Context: an optimization exercise on an open-source flow, tuned for small area, a short achievable clock period and few clock cycles. The choices shown serve that exercise and are no tape-out recipe.
Function was checked by simulation only, so behaviour that the tests miss may differ from the original.
Power is estimated from default activity; no workload was simulated.

[flow/constraint.sdc]
create_clock -name core_clock -period 10.0 [get_ports {clk}]
set_input_delay 2.0000 -clock core_clock [delete_from_list [all_inputs] [get_ports {clk}]]
set_output_delay 2.0000 -clock core_clock [all_outputs]
set_load 0.01 [all_outputs]
[flow/config.mk]
export PLATFORM = sky130hd
export DESIGN_NAME = rv_pl
export DESIGN_NICKNAME = rv_pl
export VERILOG_FILES = /design/flow/design.v
export SDC_FILE = /design/flow/constraint.sdc
export NUM_CORES = 8
export LEC_CHECK = 0
export CAP_MARGIN = 20
export CORE_MARGIN = 2
export CORE_UTILIZATION = 40
export SLEW_MARGIN = 20
[flow/run.sh]
#!/bin/bash
# synth_recipe.tcl (not shown) runs the flow's synth.tcl, then flattens the netlist and writes it again
# the make line also repeats each setting of config.mk as NAME=value (left out here)
make -C /OpenROAD-flow-scripts/flow DESIGN_CONFIG=/design/flow/config.mk WORK_HOME=/design/flow/orfs CLKGATE_MAP_FILE= SYNTH_SCRIPT=/design/flow/synth_recipe.tcl finish
[flow/design.v]
module rv_pl(
    input  wire        clk,
    input  wire        rst_n,
    output wire [31:0] m_inst_axi_araddr,
    output wire        m_inst_axi_arvalid,
    input  wire        m_inst_axi_arready,
    input  wire [31:0] m_inst_axi_rdata,
    input  wire [1:0]  m_inst_axi_rresp,
    input  wire        m_inst_axi_rvalid,
    output wire        m_inst_axi_rready,
    output wire [2:0]  m_inst_axi_arprot,
    output wire [31:0] m_data_axi_awaddr,
    output wire        m_data_axi_awvalid,
    input  wire        m_data_axi_awready,
    output wire [31:0] m_data_axi_wdata,
    output wire [3:0]  m_data_axi_wstrb,
    output wire        m_data_axi_wvalid,
    input  wire        m_data_axi_wready,
    input  wire [1:0]  m_data_axi_bresp,
    input  wire        m_data_axi_bvalid,
    output wire        m_data_axi_bready,
    output wire [31:0] m_data_axi_araddr,
    output wire        m_data_axi_arvalid,
    input  wire        m_data_axi_arready,
    input  wire [31:0] m_data_axi_rdata,
    input  wire [1:0]  m_data_axi_rresp,
    input  wire        m_data_axi_rvalid,
    output wire        m_data_axi_rready,
    output wire [2:0]  m_data_axi_arprot,
    output wire [2:0]  m_data_axi_awprot,
    output reg         done
);
    localparam QD     = 3;    
    localparam MAXOUT = 3;    
    reg        ar_v;           
    reg [31:0] ar_pc;          
    reg        stale;          
    reg [2:0]  out_cnt;        
    reg [2:0]  drop_cnt;       
    reg [31:0] qd [0:QD-1];    
    reg [QD-1:0] qv;           
    reg [31:0] e_pc;           
    reg        d_arv, d_awv, d_wv;
    reg        ld_busy, st_busy;
    reg [31:0] d_addr, d_wdata;
    reg [4:0]  ld_rd;
    reg [31:0] rf [1:31];
    wire [31:0] ins = qd[0];
    wire [4:0]  opc = ins[6:2];
    wire is_lui = (opc == 5'b01101);
    wire is_jal = (opc == 5'b11011);
    wire is_beq = (opc == 5'b11000);
    wire is_lw  = (opc == 5'b00000);
    wire is_sw  = (opc == 5'b01000);
    wire is_opi = (opc == 5'b00100);
    wire is_op  = (opc == 5'b01100);
    wire arith  = is_op | is_opi;
    wire [2:0] f3 = ins[14:12];
    wire alt = ins[30];
    wire [4:0] rs1 = ins[19:15];
    wire [4:0] rs2 = ins[24:20];
    wire [4:0] rd  = ins[11:7];
    wire sgn  = ins[31];
    wire zext = is_opi & f3[2] & (f3[1] | ~f3[0]);    
    wire [31:0] imm_i = {{20{sgn & ~zext}}, ins[31:20]};
    wire [31:0] imm_s = {{20{sgn}}, ins[31:25], ins[11:7]};
    wire [31:0] imm_b = {{20{sgn}}, ins[7], ins[30:25], ins[11:8], 1'b0};
    wire [31:0] imm_j = {{12{sgn}}, ins[19:12], ins[20], ins[30:21], 1'b0};
    wire [31:0] imm_u = {ins[31:12], 12'b0};
    wire [31:0] a = (rs1 == 5'd0) ? 32'd0 : rf[rs1];
    wire [31:0] b = (rs2 == 5'd0) ? 32'd0 : rf[rs2];
    wire [31:0] bop = is_op ? b : (is_sw ? imm_s : imm_i);
    wire sub = arith & ((is_op & alt & (f3 == 3'd0)) | (f3[2:1] == 2'b01));
    wire [32:0] sum = {1'b0, a} + {1'b0, bop ^ {32{sub}}} + {32'd0, sub};
    wire ltu = ~sum[32];
    wire lts = (a[31] ^ bop[31]) ? a[31] : sum[31];
    function [31:0] rev32(input [31:0] x);
        integer k;
        for (k = 0; k < 32; k = k + 1) rev32[k] = x[31-k];
    endfunction
    wire        shl   = (f3 == 3'd1);
    wire [31:0] sh_in = shl ? rev32(a) : a;
    wire [32:0] sh_x  = {alt & a[31] & ~shl, sh_in};
    wire [32:0] sh_r  = $signed(sh_x) >>> bop[4:0];
    wire [31:0] sh_o  = shl ? rev32(sh_r[31:0]) : sh_r[31:0];
    wire [31:0] pc4 = e_pc + 32'd4;
    reg [31:0] alu_o;
    always @(*) begin
        case (f3)
            3'd0: alu_o = sum[31:0];
            3'd1: alu_o = sh_o;
            3'd2: alu_o = {31'd0, lts};
            3'd3: alu_o = {31'd0, ltu};
            3'd4: alu_o = a ^ bop;
            3'd5: alu_o = sh_o;
            3'd6: alu_o = a | bop;
            default: alu_o = a & bop;
        endcase
    end
    wire [31:0] e_res = is_lui ? imm_u : (is_jal ? pc4 : alu_o);
    wire        e_wr  = is_lui | is_jal | arith;
    wire is_mem   = is_lw | is_sw;
    wire exec     = qv[0] & ~ld_busy & ~(is_mem & st_busy);
    wire eq       = (a == b);
    wire redirect = exec & (is_jal | (is_beq & eq));
    wire [31:0] target = e_pc + (is_jal ? imm_j : imm_b);
    wire        rf_we = ld_busy ? m_data_axi_rvalid : (exec & e_wr);
    wire [4:0]  rf_wa = ld_busy ? ld_rd : rd;
    wire [31:0] rf_wd = ld_busy ? m_data_axi_rdata : e_res;
    always @(posedge clk) begin
        if (rf_we && rf_wa != 5'd0) rf[rf_wa] <= rf_wd;
    end
    assign m_inst_axi_arvalid = ar_v;
    assign m_inst_axi_araddr  = {ar_pc[31] ^ ar_pc[30], ~ar_pc[30], ar_pc[29:0]};
    assign m_inst_axi_arprot  = 3'b000;
    assign m_inst_axi_rready  = 1'b1;
    wire hs_ar   = ar_v & m_inst_axi_arready;
    wire hs_r    = m_inst_axi_rvalid;
    wire dropped = hs_r & (drop_cnt != 3'd0);
    wire keep    = hs_r & (drop_cnt == 3'd0) & ~redirect;
    wire pend_n  = ar_v & ~m_inst_axi_arready;
    wire [2:0] out_n  = out_cnt + {2'b0, hs_ar} - {2'b0, hs_r};
    wire [2:0] drop_n = redirect ? out_n : (drop_cnt - {2'b0, dropped} + {2'b0, hs_ar & stale});
    wire [QD-1:0] qv_s = exec ? (qv >> 1) : qv;
    wire [QD-1:0] qv_n = redirect ? {QD{1'b0}} : (keep ? {qv_s[QD-2:0], 1'b1} : qv_s);
    function [2:0] pop(input [QD-1:0] v);
        integer k;
        begin
            pop = 3'd0;
            for (k = 0; k < QD; k = k + 1) pop = pop + {2'b0, v[k]};
        end
    endfunction
    wire [2:0] used_n = pop(qv_n) + (out_n - drop_n);
    wire credit = (used_n < QD) && (out_n < MAXOUT);
    integer i;
    always @(posedge clk) begin
        for (i = 0; i < QD; i = i + 1) begin
            if (exec) begin
                if (i + 1 < QD && qv[(i + 1) % QD]) qd[i] <= qd[(i + 1) % QD];
                else qd[i] <= m_inst_axi_rdata;
            end else if (!qv[i]) begin
                qd[i] <= m_inst_axi_rdata;
            end
        end
    end
    always @(posedge clk or negedge rst_n) begin
        if (!rst_n) begin
            ar_v     <= 1'b0;
            ar_pc    <= 32'd0;
            stale    <= 1'b0;
            out_cnt  <= 3'd0;
            drop_cnt <= 3'd0;
            qv       <= {QD{1'b0}};
            e_pc     <= 32'd0;
        end else begin
            out_cnt  <= out_n;
            drop_cnt <= drop_n;
            qv       <= qv_n;
            if (redirect) e_pc <= target;
            else if (exec) e_pc <= pc4;
            if (redirect) begin
                if (pend_n) begin
                    stale <= 1'b1;
                end else begin
                    ar_pc <= target;
                    ar_v  <= credit;
                end
            end else if (hs_ar) begin
                ar_pc <= stale ? e_pc : ar_pc + 32'd4;
                stale <= 1'b0;
                ar_v  <= credit;
            end else if (!ar_v) begin
                ar_v  <= credit;
            end
        end
    end
    assign m_data_axi_araddr  = d_addr;
    assign m_data_axi_awaddr  = d_addr;
    assign m_data_axi_arvalid = d_arv;
    assign m_data_axi_awvalid = d_awv;
    assign m_data_axi_wvalid  = d_wv;
    assign m_data_axi_wdata   = d_wdata;
    assign m_data_axi_wstrb   = 4'b1111;
    assign m_data_axi_arprot  = 3'b000;
    assign m_data_axi_awprot  = 3'b000;
    assign m_data_axi_rready  = 1'b1;
    assign m_data_axi_bready  = 1'b1;
    always @(posedge clk) begin
        if (exec & is_mem) d_addr <= sum[31:0];
        if (exec & is_sw)  d_wdata <= b;
        if (exec & is_lw)  ld_rd <= rd;
    end
    always @(posedge clk or negedge rst_n) begin
        if (!rst_n) begin
            d_arv   <= 1'b0;
            d_awv   <= 1'b0;
            d_wv    <= 1'b0;
            ld_busy <= 1'b0;
            st_busy <= 1'b0;
            done    <= 1'b0;
        end else begin
            if (m_data_axi_arready) d_arv <= 1'b0;
            if (m_data_axi_awready) d_awv <= 1'b0;
            if (m_data_axi_wready)  d_wv  <= 1'b0;
            if (m_data_axi_rvalid)  ld_busy <= 1'b0;
            if (m_data_axi_bvalid) begin
                st_busy <= 1'b0;
                if (st_busy && d_addr == 32'h42001FFC && d_wdata == 32'hDEADBEEF) done <= 1'b1;
            end
            if (exec & is_lw) begin
                d_arv   <= 1'b1;
                ld_busy <= 1'b1;
            end
            if (exec & is_sw) begin
                d_awv   <= 1'b1;
                d_wv    <= 1'b1;
                st_busy <= 1'b1;
            end
        end
    end
endmodule
==> run summary <==
[placed cells by master (no fill, tap or decap), types with 53 or more instances in the layout]
cell                n
edfxtp_1         1091
mux4_2            421
nor2_1            320
a21oi_1           293
mux2i_1           253
nand2_1           248
clkdlybuf4s50_1   201
buf_4             171
inv_1             155
o22ai_1           139
clkbuf_16         138
ha_1              135
o21ai_0           134
mux2_2            129
xnor2_1           109
nor3_1             79
dfrtp_1            77
nand3_1            71
a22oi_1            69
dfxtp_1            63
a211oi_1           60
xor2_1             58
a21o_1             53
[path summary, 6_finish.rpt]
path | start | to | slack (ns) | cells past startpoint
max in group asynchronous | rst_n | stale$_DFFE_PN0P_ | 7.66 | 2
min | done$_DFFE_PN0P_ | done$_DFFE_PN0P_ | 0.48 | 1
max reg2reg | flip-flop | rf[30][28]$_DFFE_PP_ | 1.98 | 22
min reg2reg | done$_DFFE_PN0P_ | done$_DFFE_PN0P_ | 0.48 | 1
min in group asynchronous | rst_n | done$_DFFE_PN0P_ | 1.17 | 1
max | flip-flop | rf[30][28]$_DFFE_PP_ | 1.98 | 22
[power breakdown]
part           switching [mW]  internal [mW]
Combinational            9.53           4.94
Sequential              0.605           7.56
Clock                    2.12           2.77
Total                    12.2           15.3
[final cells by class]
class | instances | area [µm²] | area share (%)
tap | 2310 | 2890 | 3.72
clock inverter | 74 | 709 | 0.913
inverter | 161 | 606 | 0.779
sequential | 1240 | 36200 | 46.5
multi-input combinational | 3265 | 30200 | 38.8
timing repair buffer | 386 | 3560 | 4.58
clock buffer | 168 | 3590 | 4.62
[state kept, by name, summed over array words and instances, names as in the netlist, named ones only]
name      cells
ar_pc        31
ar_v          1
d_addr       32
d_arv         1
d_awv         1
d_wdata      32
d_wv          1
done          1
drop_cnt      3
e_pc         31
ld_busy       1
ld_rd         5
out_cnt       3
qd           90
qv            3
rf          992
st_busy       1
stale         1
[stage by stage]
step	hold WS [ns]	total power, mW	utilization (%)
2_1_floorplan	0.459	17.1	-
3_3_place_gp	0.460	22.2	42.7
3_5_place_dp	0.465	22.4	42.7
4_1_cts	0.477	27.3	45.2
5_1_grt	0.497	28.6	45.2
6_report	0.479	27.5	45.2
[cells in the mapped netlist, types with 14 or more instances]
master | n | area share (%)
a211o_1 | 33 | 0.42
a211oi_1 | 62 | 0.67
a21o_1 | 53 | 0.58
a21oi_1 | 297 | 2.1
a221o_1 | 21 | 0.30
a221oi_1 | 26 | 0.33
a221oi_2 | 14 | 0.30
a22o_1 | 18 | 0.23
a22oi_1 | 70 | 0.76
a31oi_1 | 23 | 0.21
and2_1 | 32 | 0.29
and3_1 | 30 | 0.27
buf_1 | 18 | 0.098
buf_2 | 82 | 0.59
buf_4 | 120 | 1.3
buf_6 | 33 | 0.54
clkbuf_1 | 151 | 0.82
dfrtp_1 | 79 | 2.9
dfxtp_1 | 70 | 2.0
edfxtp_1 | 1091 | 47
ha_1 | 135 | 2.4
inv_1 | 155 | 0.84
mux2_2 | 129 | 2.1
mux2i_1 | 253 | 3.7
mux4_1 | 23 | 0.87
mux4_2 | 421 | 14
nand2_1 | 250 | 1.4
nand2b_1 | 21 | 0.19
nand3_1 | 72 | 0.52
nand4_1 | 39 | 0.35
nor2_1 | 353 | 1.9
nor2b_1 | 29 | 0.26
nor3_1 | 82 | 0.59
o211ai_1 | 26 | 0.28
o21a_1 | 15 | 0.16
o21ai_0 | 143 | 1.0
o221ai_1 | 20 | 0.25
o22a_1 | 15 | 0.19
o22ai_1 | 139 | 1.3
xnor2_1 | 109 | 1.4
xor2_1 | 58 | 0.73
[worst max-delay path, delay by kind of cell (launching register included)]
family | cells | cell delay [ns]
AOI/OAI and AO/OA | 13 | 3.55
xor gates and xnor gates | 1 | 0.31
adders and majority gates | 1 | 0.50
buffers and inverters | 3 | 1.28
DFF | 1 | 0.88
muxes | 1 | 0.39
and+or+nand+nor | 3 | 0.72
[per-layer routing]
metal  vias up  global-route usage, %
met1     25000                   35.9
li1      20200                      -
met5         -                      0
met4         0                   13.5
met3       546                   6.00
met2      2686                   42.8
[cells by family after synthesis]
| logic type | share of synthesized area, % |
|---|---|
| simple gates | 6.72 |
| mux | 20.5 |
| compound gates | 11.0 |
| buf+inv | 4.84 |
| fa+ha+maj | 2.62 |
| other cells | 0.0109 |
| xor+xnor | 2.12 |
| flops | 52.3 |
==> flow_summary.json <==
{
  "clk_pin_slew_ns": 0.06,
  "fin_crit_sh_pct": 80.2,
  "ctsHoldBuffers": 0,
  "cts_root_buf": "clkbuf_16",
  "wl_per_cell_um": 32.0,
  "async_reset_ff_share_pct": 6.37,
  "die_area_um2": 176000,
  "ctsHtreeMaxLevel": 4,
  "wl_um": 244000,
  "synth-seq-cells": 1240,
  "grt_pass1_vias": 46800,
  "vias": 48400,
  "synth_edf_count": 1091,
  "leakage_nw": 27.1,
  "rsz0062_at_grt": "no",
  "dpl_cell_area_um2": 73400,
  "setup_ws_ns": 1.98,
  "cts_tree": "built",
  "io_buffers": 202,
  "cts.sinks": 1240,
  "grt_max_degree": 101,
  "syn-cell-area_um2": 69200,
  "cp_data_required_time_ns": 10.55,
  "dp_hpwl_um": 158000,
  "cp_cell_sequence": "buf_4 > mux4_2 > a22o_1 > a221oi_2 > a21boi_2 > or2_1 > clkinv_2 > xnor2_1 > fa_1 > a21o_1 > a21oi_1 > o21ai_0 > a21o_1 > o2111ai_1 > a21oi_1 > nand4_1 > a311oi_1 > o41a_1 > a21oi_1 > nand2_1 > a31oi_2 > buf_4",
  "setup-tns-final_ns": 0,
  "tightest_slew_ns": 1.33,
  "worstSetupPathType": "flip-flop to flip-flop",
  "drt-initial-drc-count": 6198,
  "drtPass1Iterations": 6,
  "dr_wl_met3_um": 23400,
  "dp.cells": 7360,
  "powerDensity_nw_per_um2": 354,
  "synth_flop_cell": "edfxtp_1",
  "ioPinCount": 228,
  "synthCells": 5080,
  "design_area_um2": 77700,
  "outcome": "no timing/DRC/antenna violations",
  "hold_path_class": "flip-flop to flip-flop",
  "ys_warn_count": 2,
  "std_cell_rows": 152,
  "area_delta_synth_final_pct": 12.4,
  "crit_path_end_kind": "flip-flop",
  "critPathSlowestCell": "dfxtp_4",
  "slew-limit-headroom_pct": 11.1,
  "arrival_ns": 8.57,
  "vias_per_cell": 6.37,
  "antenna_found_initial": 9,
  "dr.max_layer_used": "met4",
  "post-route-drc-count": 0,
  "slew_violations": 0,
  "finalNetCount": 5408,
  "cts_buffers": 134,
  "grt_first_pass_wirelength_um": 342000,
  "route.met2.wl_um": 112000,
  "chipHeight_um": 420,
  "cts-resized-gates": 0,
  "path_max_fanout": 51,
  "core_um2": 172000,
  "timing.final.hold_violations": 0,
  "place_ws_ns": 2.10,
  "min_period_ns": 8.02,
  "grt_overflow": 0,
  "start_util_pct": 40.3,
  "ys_seq_area_share_pct": 52.3,
  "grt_usage_pct": 27.3,
  "ys_types": 114,
  "ant_nets": 0,
  "post-cts-setup-buffers": 0,
  "max-vdd-ir-drop_mv": 0.219,
  "slowest_delay_ns": 0.88,
  "clk_latency_ns": 0.80,
  "finalClockSkew_ns": 0.0388,
  "drv_cap": 0,
  "start_kind": "flip-flop",
  "place_congestion": 0.988,
  "cts.path.max_buffers": 3,
  "fmax_mhz": 125,
  "die_x_um": 420,
  "n_antenna_cell": 0,
  "cp_common_cell": "a21oi_1",
  "drive_gt1_share_pct": 20.3,
  "avgSynthCellArea_um2": 13.6,
  "fin_cells": 7604,
  "setup_viol": 0,
  "fillers": 15200,
  "drt-met1-wl_um": 94400
}
Testbench counts, summed over its fixed seeds: cycles 236,130.

## re-timing with driven ports
Ports are ideal in the flow. The routed layout listed here was re-timed in OpenROAD. Step 1, drivers: a clkbuf_16 drives clk and a buf_2 each remaining input, both assumed. Step 2 adds t to the input delays and takes it off the output delays; t is the mean of the earliest and latest rising clock arrival at the registers after step 1. Input paths then give back, and output paths get back, about the clock's delay inside the block. Slacks: ideal / step 1 / step 2; pairs: ideal / step 1.
shift t [ns]: 0.863
slack for setup (ns): 1.980 / 1.980 / 1.980
hold slack, ns: 0.479 / 0.479 / 0.479
latest minus earliest clock arrival (ns): 0.038 / 0.039
pins driven straight from the clock port: 1
After both steps this run still meets setup and hold. The setup slack of this run moves by 0.000 ns with the drivers and by 0.000 ns with both steps.
